From an optimization exercise on the open Yosys and OpenROAD flow, aimed at small area, a short achievable clock period and few clock cycles; shortcuts taken in it are not production practice. At most, simulation tests tie the RTL to the original design; equivalence was not proved. Power figures rest on the tool's default switching activity, not on a simulated workload.

Setup of the baseline:
## JAM
module JAM (
	input				CLK,
	input				RST,
	output	reg	[2:0]	W,
	output	reg	[2:0]	J,
	input		[6:0]	Cost,
	output	reg	[3:0]	MatchCount,
	output	reg	[9:0]	MinCost,
	output				Valid
);
Size in the first run: roughly 30 I/O pins.
export LEC_CHECK = 0
export ABC_AREA = 1
export CAP_MARGIN = 20
export CORE_MARGIN = 2
export CORE_UTILIZATION = 40
export SETUP_SLACK_MARGIN = 5
export SLEW_MARGIN = 20
create_clock -name core_clock -period 10.0 [get_ports {CLK}]
standard.sh (not shown) runs the stock make flow with config.mk's settings and CLKGATE_MAP_FILE= SYNTH_SCRIPT=/design/flow/synth_recipe.tcl, a recipe that flattens the netlist after the stock synthesis.
==> flow/flow/run.sh <==
#!/bin/bash
set -euo pipefail
sed -e 's/SETUP_SLACK_MARGIN=[0-9.]*/SETUP_SLACK_MARGIN=6/' \
    -e 's/CLKGATE_MAP_FILE= /CLKGATE_MAP_FILE= ADDER_MAP_FILE= /' standard.sh > standard_margin.sh
grep -q 'SETUP_SLACK_MARGIN=6' standard_margin.sh
grep -q 'ADDER_MAP_FILE= ' standard_margin.sh
bash standard_margin.sh > flow_make.log 2>&1
Testbench counts of the baseline, summed over its fixed seeds: cycles 11,840.
--- input diff the baseline..the candidate ---
--- a/flow/design.v
+++ b/flow/design.v
@@ -77,51 +77,69 @@
 wire [3:0]	n_sc  = next_free(sc, {1'b0, J});
 wire [3:0]	n_sc0 = next_free(sc, 4'd8);
 wire [7:0]	trow  = dst[8*(I) +: 8];
 wire [3:0]	n_cnt = next_free(~trow | sc, first ? 4'd8 : {1'b0, bj});
 wire [2:0]	Im1   = I - 3'd1;
 wire [2:0]	jbk   = pred[3*(Im1) +: 3];
 wire [7:0]	sc_bk = sc & ~(8'd1 << jbk);
 wire [3:0]	n_par = next_free(~dst[8*(Im1) +: 8] | sc_bk, {1'b0, jbk});
 wire [7:0]	fr    = ~sc;
-reg  [7:0]	f_lo, f_hi;
+reg  [7:0]	fm0, fm1, fm2, fm3;
 integer q;
 always @(*) begin
 	for (q = 0; q < 8; q = q + 1) begin
-		f_lo[q] = fr[q] && ((fr & ((8'd1 << q) - 8'd1)) == 8'd0);
-		f_hi[q] = fr[q] && ((fr & ~((8'd2 << q) - 8'd1)) == 8'd0);
-	end
-end
-wire [7:0]	f_mid = fr & ~f_lo & ~f_hi;
-wire [7:0]	t5    = dst[8*(5) +: 8];
-wire [7:0]	t6    = dst[8*(6) +: 8];
-wire [7:0]	t7    = dst[8*(7) +: 8];
-wire [2:0]	ra    = {|(t5 & f_hi), |(t5 & f_mid), |(t5 & f_lo)};
-wire [2:0]	rb    = {|(t6 & f_hi), |(t6 & f_mid), |(t6 & f_lo)};
-wire [2:0]	rc    = {|(t7 & f_hi), |(t7 & f_mid), |(t7 & f_lo)};
-wire [2:0]	c5    = {2'b00, ra[0] & rb[1] & rc[2]} + {2'b00, ra[0] & rb[2] & rc[1]}
-					+ {2'b00, ra[1] & rb[0] & rc[2]} + {2'b00, ra[1] & rb[2] & rc[0]}
-					+ {2'b00, ra[2] & rb[0] & rc[1]} + {2'b00, ra[2] & rb[1] & rc[0]};
+		fm0[q] = fr[q] && ((fr & ((8'd1 << q) - 8'd1)) == 8'd0);
+		fm3[q] = fr[q] && ((fr & ~((8'd2 << q) - 8'd1)) == 8'd0);
+	end
+	for (q = 0; q < 8; q = q + 1) begin
+		fm1[q] = fr[q] && !fm0[q] && ((fr & ~fm0 & ((8'd1 << q) - 8'd1)) == 8'd0);
+		fm2[q] = fr[q] && !fm3[q] && ((fr & ~fm3 & ~((8'd2 << q) - 8'd1)) == 8'd0);
+	end
+end
+reg  [3:0]	rm [0:3];
+integer rr;
+always @(*) begin
+	for (rr = 0; rr < 4; rr = rr + 1)
+		rm[rr] = {|(dst[8*(rr + 4) +: 8] & fm3), |(dst[8*(rr + 4) +: 8] & fm2),
+				  |(dst[8*(rr + 4) +: 8] & fm1), |(dst[8*(rr + 4) +: 8] & fm0)};
+end
+reg  [15:0]	rm_q;
+reg			cnt_v;
+reg  [3:0]	c4;
+integer x0, x1, x2, x3;
+always @(*) begin
+	c4 = 4'd0;
+	for (x0 = 0; x0 < 4; x0 = x0 + 1)
+		for (x1 = 0; x1 < 4; x1 = x1 + 1)
+			for (x2 = 0; x2 < 4; x2 = x2 + 1) begin
+				x3 = 6 - x0 - x1 - x2;
+				if (x0 != x1 && x0 != x2 && x1 != x2)
+					c4 = c4 + {3'd0, rm_q[x0] & rm_q[4 + x1] & rm_q[8 + x2] & rm_q[12 + x3]};
+			end
+end
 always @(posedge CLK) rst_q <= RST;
 integer k;
 always @(posedge CLK) begin
 	if (rst_q) begin
 		state		<= S_A;
 		op2			<= O_NONE;
 		I			<= 3'd0;
 		W			<= 3'd0;
 		J			<= 3'd0;
 		mcol		<= 8'd0;
 		sc			<= 8'd0;
 		MinCost		<= 10'd0;
 		MatchCount	<= 4'd0;
+		cnt_v		<= 1'b0;
 		valid_r		<= 1'b0;
 	end else begin
+		cnt_v	<= 1'b0;
+		if (cnt_v) MatchCount <= MatchCount + c4;
 		c2	<= Cost;
 		q2	<= (state == S_D) ? dq + {2'b00, nvJ} : {2'b00, nv_iss};
 		dstp	<= dstJ;
 		predp	<= pred[3*(J) +: 3];
 		j2	<= J;
 		w2	<= W;
 		case (op2)
 		O_A: begin
 			for (k = 0; k < 8; k = k + 1) if ((j2) == k) nv[7*k +: 7] <= nvp;
@@ -221,20 +239,23 @@
 				if (W == 3'd7) begin
 					sc		<= 8'd0;
 					I		<= 3'd0;
 					first	<= 1'b1;
 					state	<= S_CNT;
 				end
 			end
 		end
 		S_CNT: begin
-			if (I == 3'd5) MatchCount <= MatchCount + {1'b0, c5};
-			if (I != 3'd5 && !n_cnt[3]) begin
+			if (I == 3'd4) begin
+				rm_q	<= {rm[3], rm[2], rm[1], rm[0]};
+				cnt_v	<= 1'b1;
+			end
+			if (I != 3'd4 && !n_cnt[3]) begin
 				for (k = 0; k < 8; k = k + 1) if ((I) == k) pred[3*k +: 3] <= n_cnt[2:0];
 				sc[n_cnt[2:0]]	<= 1'b1;
 				I		<= I + 3'd1;
 				first	<= 1'b1;
 			end else if (I == 3'd0) begin
 				MinCost	<= MinCost + {2'b00, ur};
 				state	<= S_DONE;
 			end else if (!n_par[3]) begin
 				for (k = 0; k < 8; k = k + 1) if ((Im1) == k) pred[3*k +: 3] <= n_par[2:0];
Findings:
Delta(number of enable flip-flop cells after synthesis, the candidate - the baseline) > 0
Comparing the baseline with the candidate, the combinational power came out essentially unchanged.
The candidate reports its top routing layer in use as met4 while the baseline reports met5.
Non-clock buffer count ended up 9 higher on the candidate than on the baseline.
Final standard cell utilization of the core was higher in the baseline than in the candidate.
Note that the weighted congestion reported at the end of routability-driven placement recorded for the baseline amounts to 0.945 times the value seen in the candidate.
Min XOR/XNOR share of the synthesized area across the baseline and the candidate: the baseline
The baseline → the candidate: critical path depth fell 1; global-route usage over all layers fell 0.77 points; hold slack rose 0.016 ns.
Testbench counts of the candidate, summed over its fixed seeds: cycles 10,945.

* * *

v6:
The RTL this note starts from:
==> flow/design.v <==
module JAM (
	input				CLK,
	input				RST,
	output	reg	[2:0]	W,
	output	reg	[2:0]	J,
	input		[6:0]	Cost,
	output	reg	[3:0]	MatchCount,
	output	reg	[9:0]	MinCost,
	output				Valid
);
localparam	S_A		= 4'd0;		 
localparam	S_SEL	= 4'd2;		 
localparam	S_C		= 4'd3;		 
localparam	S_D		= 4'd4;		 
localparam	S_AUG	= 4'd5;		 
localparam	S_B1	= 4'd7;		 
localparam	S_B2	= 4'd8;		 
localparam	S_CNT	= 4'd9;		 
localparam	S_DONE	= 4'd10;
localparam	S_UW	= 4'd6;		 
localparam	O_NONE	= 3'd0;
localparam	O_A		= 3'd1;
localparam	O_D		= 3'd3;
localparam	O_B1	= 3'd4;
localparam	O_B2	= 3'd5;
reg			rst_q;
reg			valid_r;
assign Valid = valid_r & ~rst_q;
reg [3:0]	state;
reg [6:0]	nv   [0:7];		 
reg [7:0]	dst  [0:7];		 
reg [2:0]	pred [0:7];		 
reg [2:0]	p    [0:7];		 
reg [7:0]	mcol;			 
reg [7:0]	sc;				 
reg [8:0]	delta;			 
reg [7:0]	ur;				 
reg [7:0]	bv;				 
reg [2:0]	bj;				 
reg [2:0]	jc;				 
reg [2:0]	I;				 
reg			first;
reg			mp;				 
reg			sc_old;			 
reg [2:0]	op2;
reg [6:0]	c2;				 
reg [2:0]	j2;				 
reg [2:0]	w2;				 
reg			f2;				 
reg [8:0]	q2;				 
wire [6:0]	nvp = q2[6:0];
reg [7:0]	dstp;			 
reg [2:0]	predp;			 
function [3:0] next_free;
	input [7:0] b;
	input [3:0] a;
	integer k;
	begin
		next_free = 4'd8;
		for (k = 7; k >= 0; k = k - 1)
			if (!b[k] && (a[3] || k > a)) next_free = k;
	end
endfunction
function [2:0] col_of;
	input [2:0] r;
	input [23:0] pp;
	integer k;
	begin
		col_of = 3'd0;
		for (k = 0; k < 8; k = k + 1)
			if (pp[3*k +: 3] == r) col_of = k;
	end
endfunction
wire [23:0]	p_flat = {p[7], p[6], p[5], p[4], p[3], p[2], p[1], p[0]};
wire [8:0]	nd    = q2 + c2;
wire		upd   = nd < {1'b0, dstp};
wire [7:0]	dn    = upd ? nd[7:0] : dstp;
wire		take  = f2 || (upd ? nd < {1'b0, bv} : dstp < bv);
wire [7:0]	d_a   = c2 + nvp;
wire [7:0]	tc    = d_a;
wire		tight = tc == ur;
wire [7:0]	onehot2 = 8'd1 << j2;
wire		take_a = j2 == 3'd0 || d_a < bv;
wire		take_f = (op2 == O_A) ? take_a : (op2 == O_D) && take;
wire [7:0]	onehotbj = 8'd1 << bj;
wire [6:0]	nvJ   = nv[J];
wire [7:0]	dstJ  = dst[J];
wire [6:0]	nv_upJ = ((state == S_A || ((state == S_B1 || state == S_B2) && W == 3'd0)) && sc[J]) ? nvJ + delta[6:0] - dstJ[6:0] : nvJ;
wire [6:0]	nv_iss = (state == S_A && I == 3'd0) ? 7'd0 : nv_upJ;
wire [8:0]	dq    = first ? delta - {2'b00, q2[6:0]} : delta;
wire [3:0]	n_sc  = next_free(sc, {1'b0, J});
wire [3:0]	n_mc  = next_free(mcol, {1'b0, J});
wire [3:0]	n_sc0 = next_free(sc, 4'd8);
wire [7:0]	onehotJ = 8'd1 << J;
wire [7:0]	trow  = dst[I];
wire [3:0]	n_cnt = next_free(~trow | sc, first ? 4'd8 : {1'b0, bj});
wire [2:0]	jbk   = pred[I - 3'd1];
wire [7:0]	sc_bk = sc & ~(8'd1 << jbk);
wire [3:0]	n_par = next_free(~dst[I - 3'd1] | sc_bk, {1'b0, jbk});
wire [7:0]	fr    = ~sc;
reg  [7:0]	f_lo, f_hi;
integer q;
always @(*) begin
	for (q = 0; q < 8; q = q + 1) begin
		f_lo[q] = fr[q] && ((fr & ((8'd1 << q) - 8'd1)) == 8'd0);
		f_hi[q] = fr[q] && ((fr & ~((8'd2 << q) - 8'd1)) == 8'd0);
	end
end
wire [7:0]	f_mid = fr & ~f_lo & ~f_hi;
wire [7:0]	t5    = dst[5];
wire [7:0]	t6    = dst[6];
wire [7:0]	t7    = dst[7];
wire [2:0]	ra    = {|(t5 & f_hi), |(t5 & f_mid), |(t5 & f_lo)};
wire [2:0]	rb    = {|(t6 & f_hi), |(t6 & f_mid), |(t6 & f_lo)};
wire [2:0]	rc    = {|(t7 & f_hi), |(t7 & f_mid), |(t7 & f_lo)};
wire [2:0]	c5    = {2'b00, ra[0] & rb[1] & rc[2]} + {2'b00, ra[0] & rb[2] & rc[1]}
					+ {2'b00, ra[1] & rb[0] & rc[2]} + {2'b00, ra[1] & rb[2] & rc[0]}
					+ {2'b00, ra[2] & rb[0] & rc[1]} + {2'b00, ra[2] & rb[1] & rc[0]};
always @(posedge CLK) rst_q <= RST;
always @(posedge CLK) begin
	if (rst_q) begin
		state		<= S_A;
		op2			<= O_NONE;
		I			<= 3'd0;
		W			<= 3'd0;
		J			<= 3'd0;
		mcol		<= 8'd0;
		sc			<= 8'd0;
		MinCost		<= 10'd0;
		MatchCount	<= 4'd0;
		valid_r		<= 1'b0;
	end else begin
		c2	<= Cost;
		q2	<= (state == S_D) ? dq + {2'b00, nvJ} : {2'b00, nv_iss};
		dstp	<= dstJ;
		predp	<= pred[J];
		j2	<= J;
		w2	<= W;
		case (op2)
		O_A: begin
			nv[j2]	<= nvp;
			dst[j2]	<= d_a;
			pred[j2]	<= j2;
			sc[j2]	<= 1'b0;
			if (take_a) begin
				bv	<= d_a;
				bj	<= j2;
			end
		end
		O_D: begin
			dst[j2]	<= dn;
			pred[j2]	<= upd ? jc : predp;
			if (take) begin
				bv	<= dn;
				bj	<= j2;
			end
		end
		O_B1: begin
			nv[j2]	<= nvp;
			ur		<= tc;
			MinCost	<= MinCost + c2;
			bv		<= onehot2;
		end
		O_B2: begin
			nv[j2]	<= nvp;
			if (tight) bv[j2] <= 1'b1;
			if (f2) dst[w2] <= bv | (tight ? onehot2 : 8'd0);
		end
		default: ;
		endcase
		op2	<= O_NONE;
		f2	<= 1'b0;
		case (state)
		S_A: begin
			op2		<= O_A;
			J		<= J + 3'd1;
			if (J == 3'd7) state <= S_SEL;
		end
		S_SEL: begin
			mp		<= take_f;
			sc_old	<= sc[bj];
			delta	<= {1'b0, bv};
			J		<= bj;
			jc		<= bj;
			sc		<= (sc & ~((op2 == O_A) ? onehot2 : 8'd0)) | onehotbj;
			if (mcol[bj]) W <= p[bj];
			state	<= mcol[bj] ? S_C : S_AUG;
		end
		S_C: begin
			if (mp) begin
				sc[jc]	<= sc_old;
				state	<= S_SEL;
			end else begin
				delta	<= delta - {2'b00, Cost};
				J		<= n_sc0[2:0];
				first	<= 1'b1;
				state	<= S_D;
			end
		end
		S_D: begin
			op2		<= O_D;
			f2		<= first;
			first	<= 1'b0;
			delta	<= dq;
			if (!n_sc[3]) J <= n_sc[2:0];
			else state <= S_SEL;
		end
		S_AUG: begin
			if (mp) begin
				sc[jc]	<= sc_old;
				state	<= S_SEL;
			end else if (pred[J] == J) begin
				mcol[J]	<= 1'b1;
				p[J]	<= I;
				J		<= 3'd0;
				if (I == 3'd7) begin
					W		<= 3'd0;
					state	<= S_UW;
				end else begin
					I		<= I + 3'd1;
					W		<= I + 3'd1;
					state	<= S_A;
				end
			end else begin
				mcol[J]	<= 1'b1;
				p[J]	<= p[pred[J]];
				J		<= pred[J];
			end
		end
		S_UW: begin
			J		<= col_of(W, p_flat);
			state	<= S_B1;
		end
		S_B1: begin
			op2		<= O_B1;
			mcol	<= onehotJ;
			J		<= next_free(onehotJ, 4'd8);
			state	<= S_B2;
		end
		S_B2: begin
			op2		<= O_B2;
			if (!n_mc[3]) begin
				J		<= n_mc[2:0];
			end else begin
				f2		<= 1'b1;
				if (W == 3'd7) begin
					sc		<= 8'd0;
					I		<= 3'd0;
					first	<= 1'b1;
					state	<= S_CNT;
				end else begin
					W		<= W + 3'd1;
					J		<= col_of(W + 3'd1, p_flat);
					state	<= (W == 3'd0) ? S_UW : S_B1;
				end
			end
		end
		S_CNT: begin
			if (I == 3'd5) MatchCount <= MatchCount + {1'b0, c5};
			if (I != 3'd5 && !n_cnt[3]) begin
				pred[I]	<= n_cnt[2:0];
				sc[n_cnt[2:0]]	<= 1'b1;
				I		<= I + 3'd1;
				first	<= 1'b1;
			end else if (I == 3'd0) begin
				state	<= S_DONE;
			end else if (!n_par[3]) begin
				pred[I - 3'd1]	<= n_par[2:0];
				sc		<= sc_bk | (8'd1 << n_par[2:0]);
				first	<= 1'b1;
			end else begin
				I		<= I - 3'd1;
				sc		<= sc_bk;
				bj		<= jbk;
				first	<= 1'b0;
			end
		end
		default: begin
			valid_r	<= 1'b1;
		end
		endcase
	end
end
endmodule
Settings: LEC_CHECK=0, ABC_AREA=1, CAP_MARGIN=20, CORE_MARGIN=2, CORE_UTILIZATION=40, SETUP_SLACK_MARGIN=5, SLEW_MARGIN=20; clock period 10.0 ns.
==> flow/flow/run.sh <==
#!/bin/bash
set -euo pipefail
sed 's/SETUP_SLACK_MARGIN=[0-9.]*/SETUP_SLACK_MARGIN=6/' standard.sh > standard_margin.sh
grep -q 'SETUP_SLACK_MARGIN=6' standard_margin.sh
bash standard_margin.sh > flow_make.log 2>&1
[inputs] v7 vs v6
diff --git a/flow/design.v b/flow/design.v
--- a/flow/design.v
+++ b/flow/design.v
@@ -37,14 +37,12 @@
 reg [7:0]	ur;				 
 reg [7:0]	bv;				 
 reg [2:0]	bj;				 
 reg [2:0]	jc;				 
 reg [2:0]	I;				 
 reg			first;
-reg			mp;				 
-reg			sc_old;			 
 reg [2:0]	op2;
 reg [6:0]	c2;				 
 reg [2:0]	j2;				 
 reg [2:0]	w2;				 
 reg			f2;				 
 reg [8:0]	q2;				 
@@ -79,13 +77,18 @@
 wire [7:0]	d_a   = c2 + nvp;
 wire [7:0]	tc    = d_a;
 wire		tight = tc == ur;
 wire [7:0]	onehot2 = 8'd1 << j2;
 wire		take_a = j2 == 3'd0 || d_a < bv;
 wire		take_f = (op2 == O_A) ? take_a : (op2 == O_D) && take;
+wire [7:0]	val_f  = (op2 == O_A) ? d_a : (upd ? nd[7:0] : dstp);
+wire [7:0]	bv_f   = take_f ? val_f : bv;
+wire [2:0]	bj_f   = take_f ? j2 : bj;
 wire [7:0]	onehotbj = 8'd1 << bj;
+wire		mc_f   = take_f ? mcol[j2] : mcol[bj];
+wire [2:0]	p_f    = take_f ? p[j2] : p[bj];
 wire [6:0]	nvJ   = nv[J];
 wire [7:0]	dstJ  = dst[J];
 wire [6:0]	nv_upJ = ((state == S_A || ((state == S_B1 || state == S_B2) && W == 3'd0)) && sc[J]) ? nvJ + delta[6:0] - dstJ[6:0] : nvJ;
 wire [6:0]	nv_iss = (state == S_A && I == 3'd0) ? 7'd0 : nv_upJ;
 wire [8:0]	dq    = first ? delta - {2'b00, q2[6:0]} : delta;
 wire [3:0]	n_sc  = next_free(sc, {1'b0, J});
@@ -174,58 +177,47 @@
 		S_A: begin
 			op2		<= O_A;
 			J		<= J + 3'd1;
 			if (J == 3'd7) state <= S_SEL;
 		end
 		S_SEL: begin
-			mp		<= take_f;
-			sc_old	<= sc[bj];
-			delta	<= {1'b0, bv};
-			J		<= bj;
-			jc		<= bj;
-			sc		<= (sc & ~((op2 == O_A) ? onehot2 : 8'd0)) | onehotbj;
-			if (mcol[bj]) W <= p[bj];
-			state	<= mcol[bj] ? S_C : S_AUG;
+			delta	<= {1'b0, bv_f};
+			J		<= bj_f;
+			jc		<= bj_f;
+			sc		<= (sc & ~((op2 == O_A) ? onehot2 : 8'd0)) | (take_f ? onehot2 : onehotbj);
+			if (mc_f) W <= p_f;
+			state	<= mc_f ? S_C : S_AUG;
 		end
 		S_C: begin
-			if (mp) begin
-				sc[jc]	<= sc_old;
-				state	<= S_SEL;
-			end else begin
-				delta	<= delta - {2'b00, Cost};
-				J		<= n_sc0[2:0];
-				first	<= 1'b1;
-				state	<= S_D;
-			end
+			delta	<= delta - {2'b00, Cost};
+			J		<= n_sc0[2:0];
+			first	<= 1'b1;
+			state	<= S_D;
 		end
 		S_D: begin
 			op2		<= O_D;
 			f2		<= first;
 			first	<= 1'b0;
 			delta	<= dq;
 			if (!n_sc[3]) J <= n_sc[2:0];
 			else state <= S_SEL;
 		end
 		S_AUG: begin
-			if (mp) begin
-				sc[jc]	<= sc_old;
-				state	<= S_SEL;
-			end else if (pred[J] == J) begin
-				mcol[J]	<= 1'b1;
+			mcol[J]	<= 1'b1;
+			if (pred[J] == J) begin
 				p[J]	<= I;
 				J		<= 3'd0;
 				if (I == 3'd7) begin
 					W		<= 3'd0;
 					state	<= S_UW;
 				end else begin
 					I		<= I + 3'd1;
 					W		<= I + 3'd1;
 					state	<= S_A;
 				end
 			end else begin
-				mcol[J]	<= 1'b1;
 				p[J]	<= p[pred[J]];
 				J		<= pred[J];
 			end
 		end
 		S_UW: begin
 			J		<= col_of(W, p_flat);
Power of the combinational group (v6 / v7): 1.6
v7: power attributed to the clock group about 10% above v6
Fraction of standard cell area in multi-input logic (v7 over v6): increase, 0.18 points
Cmp v7 and v6 / routed wire length / lower: v6
v6 vs v7, uppermost layer routed: met4 vs met5
Of the two values seen for capturing element of the worst setup path, J[2] was produced by v7 and J[0] by v6.
v6 was smaller in final cell area than v7.
v7: sum of routed wire segments on met1 330 µm above v6
Re clock share of power: v6 was lower than v7.
The total global-route track usage of v7 and that of v6 are within noise of each other.
In v7, area growth from synthesis to final layout is higher than in v6.
From v6 to v7 the numbers moved as follows: post-route total power -23%, post-synthesis share of cell area spent on and, or, nand and nor gates -3.0 points, die area -0.42%.
No run of this note included a check of the RTL's function; only the layout flow was run.

-- afterwards: timing with drivers on the ports --
The results above use ideal ports. As a check the final layouts listed here were re-extracted and re-timed, cells and wires unchanged.
Step 1 (the two cells are an assumption about what drives the block):
set clk [get_ports {CLK}]
set_driving_cell -lib_cell sky130_fd_sc_hd__clkbuf_16 $clk
set_driving_cell -lib_cell sky130_fd_sc_hd__buf_2 [delete_from_list [all_inputs] $clk]
Step 2 also shifts input and output timing later by t, the mid clock arrival at the registers, as if the neighbouring blocks saw the same clock.
Slacks: ideal / step 1 / step 2; pairs: ideal / step 1.
run | t (ns) | slack for setup (ns) | worst setup path at the end
the baseline | 0.617 | 6.095 / 6.036 / 6.179 | register to register
the candidate | 0.631 | 6.101 / 6.036 / 6.168 | register to register
v6 | 0.615 | 6.071 / 6.015 / 5.517 | input to register
v7 | 0.615 | 6.035 / 5.977 / 5.574 | input to register
After both steps setup and hold are still met in every run listed. For v6, which loses most, drivers alone change the setup slack by -0.056 ns; drivers and shift together by -0.554 ns.
